What follows belongs to an exercise in optimizing a design on an open flow for small area, a short achievable clock period and few clock cycles; a production flow would make more cautious choices.
In this exercise RTL edits were held to simulation tests only and were not proved equivalent to the original.

job 2011:
## pawd_crack
module pawd_crack(
    input clk,
    input reset_n,
    input [0:127] password_hash,
    input [4:0] blocknum,
    input btn_pressed,
    output reg find,
    output [7:0] out0,
    output [7:0] out1,
    output [7:0] out2,
    output [7:0] out3,
    output [7:0] out4,
    output [7:0] out5,
    output [7:0] out6,
    output [7:0] out7
    );
Size: ~3200 cells after synthesis, about 360 flip-flops, ~23000 um^2 of cells after synthesis.
==> flow/config.mk <==
export PLATFORM = sky130hd
export DESIGN_NAME = pawd_crack
export DESIGN_NICKNAME = pawd_crack
export VERILOG_FILES = /design/flow/design.v
export SDC_FILE = /design/flow/constraint.sdc
export NUM_CORES = 4
export LEC_CHECK = 0
export ABC_AREA = 1
export CAP_MARGIN = 20
export CORE_MARGIN = 2
export CORE_UTILIZATION = 60
export PLACE_DENSITY = 0.75
export SLEW_MARGIN = 20
==> flow/constraint.sdc <==
create_clock -name core_clock -period 10.0 [get_ports {clk}]
set_input_delay 2.0000 -clock core_clock [delete_from_list [all_inputs] [get_ports {clk}]]
set_output_delay 2.0000 -clock core_clock [all_outputs]
set_load 0.01 [all_outputs]
standard.sh (not shown) runs the stock make flow with config.mk's settings and CLKGATE_MAP_FILE= SYNTH_SCRIPT=/design/flow/synth_recipe.tcl, a recipe that flattens the netlist after the stock synthesis.
==> flow/flow/run.sh <==
#!/bin/bash
set -o pipefail
export BUFFER_PORTS_ARGS="-buffer_cell sky130_fd_sc_hd__buf_1"
export SETUP_SLACK_MARGIN=6.45
bash standard.sh > standard.log 2>&1
Testbench counts of job 2011, summed over its fixed seeds: cycles 213,774.
The following lists how job 8559 was set up differently from job 2011:
- swapping 60 for 55 in CORE_UTILIZATION
- swapping 0.75 for 0.7 in PLACE_DENSITY
diff --git a/flow/flow/run.sh b/flow/flow/run.sh
--- a/flow/flow/run.sh
+++ b/flow/flow/run.sh
@@ -4 +4 @@
-export SETUP_SLACK_MARGIN=6.45
+export SETUP_SLACK_MARGIN=6.0
==> comparison <==
Looking at area enclosed by the die boundary across job 2011 and job 8559, the one that comes out higher is job 8559. Job 8559: fmax is 12 MHz lower than what job 2011 reported. Sequential share of cell area: higher on job 8559. Delta (job 8559 minus job 2011): number of stages on the worst setup path has decreased, delay of the slowest critical-path stage has decreased, synthesized cell count has remained practically unchanged, compound-cell area share of the yosys netlist has remained practically unchanged, register-to-register slack has decreased. Clock period minus final worst setup slack sits higher in job 8559 than in job 2011. Higher number of post-CTS setup repair buffers among job 2011 and job 8559: job 2011.
Input changes introduced in job 3905 (baseline for comparison: job 8559):
- PLACE_DENSITY changed from 0.7 to 0.6
- CORE_UTILIZATION changed from 55 to 40
diff --git a/flow/flow/run.sh b/flow/flow/run.sh
--- a/flow/flow/run.sh
+++ b/flow/flow/run.sh
@@ -4 +4 @@
-export SETUP_SLACK_MARGIN=6.0
+export SETUP_SLACK_MARGIN=6.2
Findings:
In job 3905, the all-layer global routing usage came out 11 points below the value in job 8559. Per the comparison of job 3905 with job 8559, slew of the pin with the lowest slew margin picked up an extra 0.0085 ns; non-clock buffer count picked up an extra 36; via count of the first global-routing pass lost 8.6%; number of clock-tree buffers in the layout picked up an extra 21%. Compared with job 8559, job 3905 shows a higher worst slack on hold paths.
Changes in job 7632 relative to job 3905:
- swapping 40 for 55 in CORE_UTILIZATION
- swapping 0.6 for 0.7 in PLACE_DENSITY
--- outcome ---
Job 7632 | stages: all done | timing, DRC, antenna: all pass. | global-route wire length before repair | lower: job 3905 |. Job 7632 against job 3905: area added between synthesis and finish now smaller; non-clock buffer count shrank by 0.81%; area of the multi-input gates flat; count of non-filler cells in the finished layout went down by 238. Tightest hold margin (higher): job 3905. Looking at job 3905 and job 7632, the clock latency on the worst-skew pair is a wash. Compare job 3905 and job 7632 | count of clock-buffer cells in the layout higher: job 3905.


Another version of the RTL of pawd_crack (not shown whole).
For scale: roughly 360 flip-flops, about 200 I/O pins, ~0.025 sq mm of cells after synthesis.
clock: 10.0 ns
lec_check: 0
abc_area: 1
cap_margin: 20
core_margin: 2
core_utilization: 40
place_density: 0.6
slew_margin: 20
==> flow/flow/run.sh <==
#!/bin/bash
set -o pipefail
export BUFFER_PORTS_ARGS="-buffer_cell sky130_fd_sc_hd__buf_1"
export SETUP_SLACK_MARGIN=6.7
bash standard.sh > standard.log 2>&1
Testbench counts at the start, summed over its fixed seeds: cycles 213,774.
==> next run, changes <==
==> flow/run.sh (new file) <==
#!/bin/bash
# synth_recipe.tcl (not shown) runs the flow's synth.tcl, then flattens the netlist and writes it again
# the make line also repeats each setting of config.mk as NAME=value (left out here)
make -C /OpenROAD-flow-scripts/flow DESIGN_CONFIG=/design/flow/config.mk WORK_HOME=/design/flow/orfs CLKGATE_MAP_FILE= SYNTH_SCRIPT=/design/flow/synth_recipe.tcl finish
Settings changed: CTS_BUF_LIST set to sky130_fd_sc_hd__clkbuf_4, SETUP_SLACK_MARGIN set to 5.
removed: flow/flow/run.sh
removed: flow/standard.sh
After rerunning: Design area falls by 15%. Global-route usage is lower by 0.15 points. First-iteration DRC count went down by 6.0%. Non-clock buffer count shrinks by 208. Setup slack gets worse by 1200 ps. Routed wire length fell by 3.3%.
==> next run, changes <==
==> flow/flow/run.sh (new file) <==
#!/bin/bash
set -o pipefail
export BUFFER_PORTS_ARGS="-buffer_cell sky130_fd_sc_hd__buf_1"
bash standard.sh > standard.log 2>&1
==> flow/standard.sh (new file) <==
#!/bin/bash
# synth_recipe.tcl (not shown) runs the flow's synth.tcl, then flattens the netlist and writes it again
# the make line also repeats each setting of config.mk as NAME=value (left out here)
make -C /OpenROAD-flow-scripts/flow DESIGN_CONFIG=/design/flow/config.mk WORK_HOME=/design/flow/orfs CLKGATE_MAP_FILE= SYNTH_SCRIPT=/design/flow/synth_recipe.tcl "${@:-finish}"
Settings changed: CTS_BUF_LIST sky130_fd_sc_hd__clkbuf_4 to not set.
removed: flow/run.sh
After rerunning: Area after synthesis is unchanged. Wire length is lower by 6.9%.
==> next run, changes <==
--- a/flow/flow/run.sh
+++ b/flow/flow/run.sh
@@ -3,0 +4 @@
+export SETUP_SLACK_MARGIN=6.45
Settings changed: SETUP_SLACK_MARGIN 5 to not set.
Result: Cell area goes up by 9.8%. Setup slack is better by 970 ps. Clock skew barely changes. Area after synthesis stays the same. Clock-buffer cell count stays the same. Utilization goes up by 4.4 points.
==> next run, changes <==
==> flow/run.sh (new file) <==
#!/bin/bash
# synth_recipe.tcl (not shown) runs the flow's synth.tcl, then flattens the netlist and writes it again
# the make line also repeats each setting of config.mk as NAME=value (left out here)
make -C /OpenROAD-flow-scripts/flow DESIGN_CONFIG=/design/flow/config.mk WORK_HOME=/design/flow/orfs CLKGATE_MAP_FILE= SYNTH_SCRIPT=/design/flow/synth_recipe.tcl finish
Settings changed: SETUP_SLACK_MARGIN set to 5.
removed: flow/flow/run.sh
removed: flow/standard.sh
Effect:
- The new run passed the timing, DRC and antenna checks
- global-route usage came out higher by 1.6 points
- worst setup slack got worse by 960 ps
- sequential share of layout area came out higher by 1.1 points
- hold slack got worse by 20 ps
- non-clock buffer count came out lower by 67
- synthesized area does not change

==> afterwards: timing with drivers on the ports <==
No port has a modelled driver above. Below, the same layouts with a new extraction and two added sets of constraints.
Step 1 sets driving cells, clkbuf_16 on the clock port and buf_2 on the other inputs (assumed; they add their load-dependent delay and slew).
Step 2 adds t to the input delays and takes it off the output delays; t is the mean of the earliest and latest rising clock arrival at the registers after step 1. Input paths then give back, and output paths get back, about the clock's delay inside the block.
a / b / c = ideal / step 1 / step 2; a / b = the first two.
run | t, ns | setup WS [ns] | latest minus earliest clock arrival (ns) | worst data-port slew with drivers (ns)
job 2011 | 0.611 | 6.186 / 6.186 / 6.186 | 0.029 / 0.028 | 0.06
job 8559 | 0.611 | 6.009 / 6.009 / 6.009 | 0.015 / 0.015 | 0.05
job 3905 | 0.617 | 6.161 / 6.161 / 6.161 | 0.026 / 0.026 | 0.06
job 7632 | 0.610 | 6.152 / 6.152 / 6.152 | 0.016 / 0.016 | 0.06
the first run of note 2 | 0.646 | 6.559 / 6.559 / 6.559 | 0.046 / 0.046 | 0.04
the second run of note 2 | 0.930 | 5.401 / 5.401 / 5.401 | 0.127 / 0.128 | 0.06
the third run of note 2 | 0.639 | 5.475 / 5.475 / 5.475 | 0.022 / 0.022 | 0.04
the fourth run of note 2 | 0.643 | 6.449 / 6.449 / 6.449 | 0.023 / 0.023 | 0.04
the fifth run of note 2 | 0.656 | 5.494 / 5.494 / 5.494 | 0.063 / 0.063 | 0.06
After both steps setup and hold are still met in every run listed.
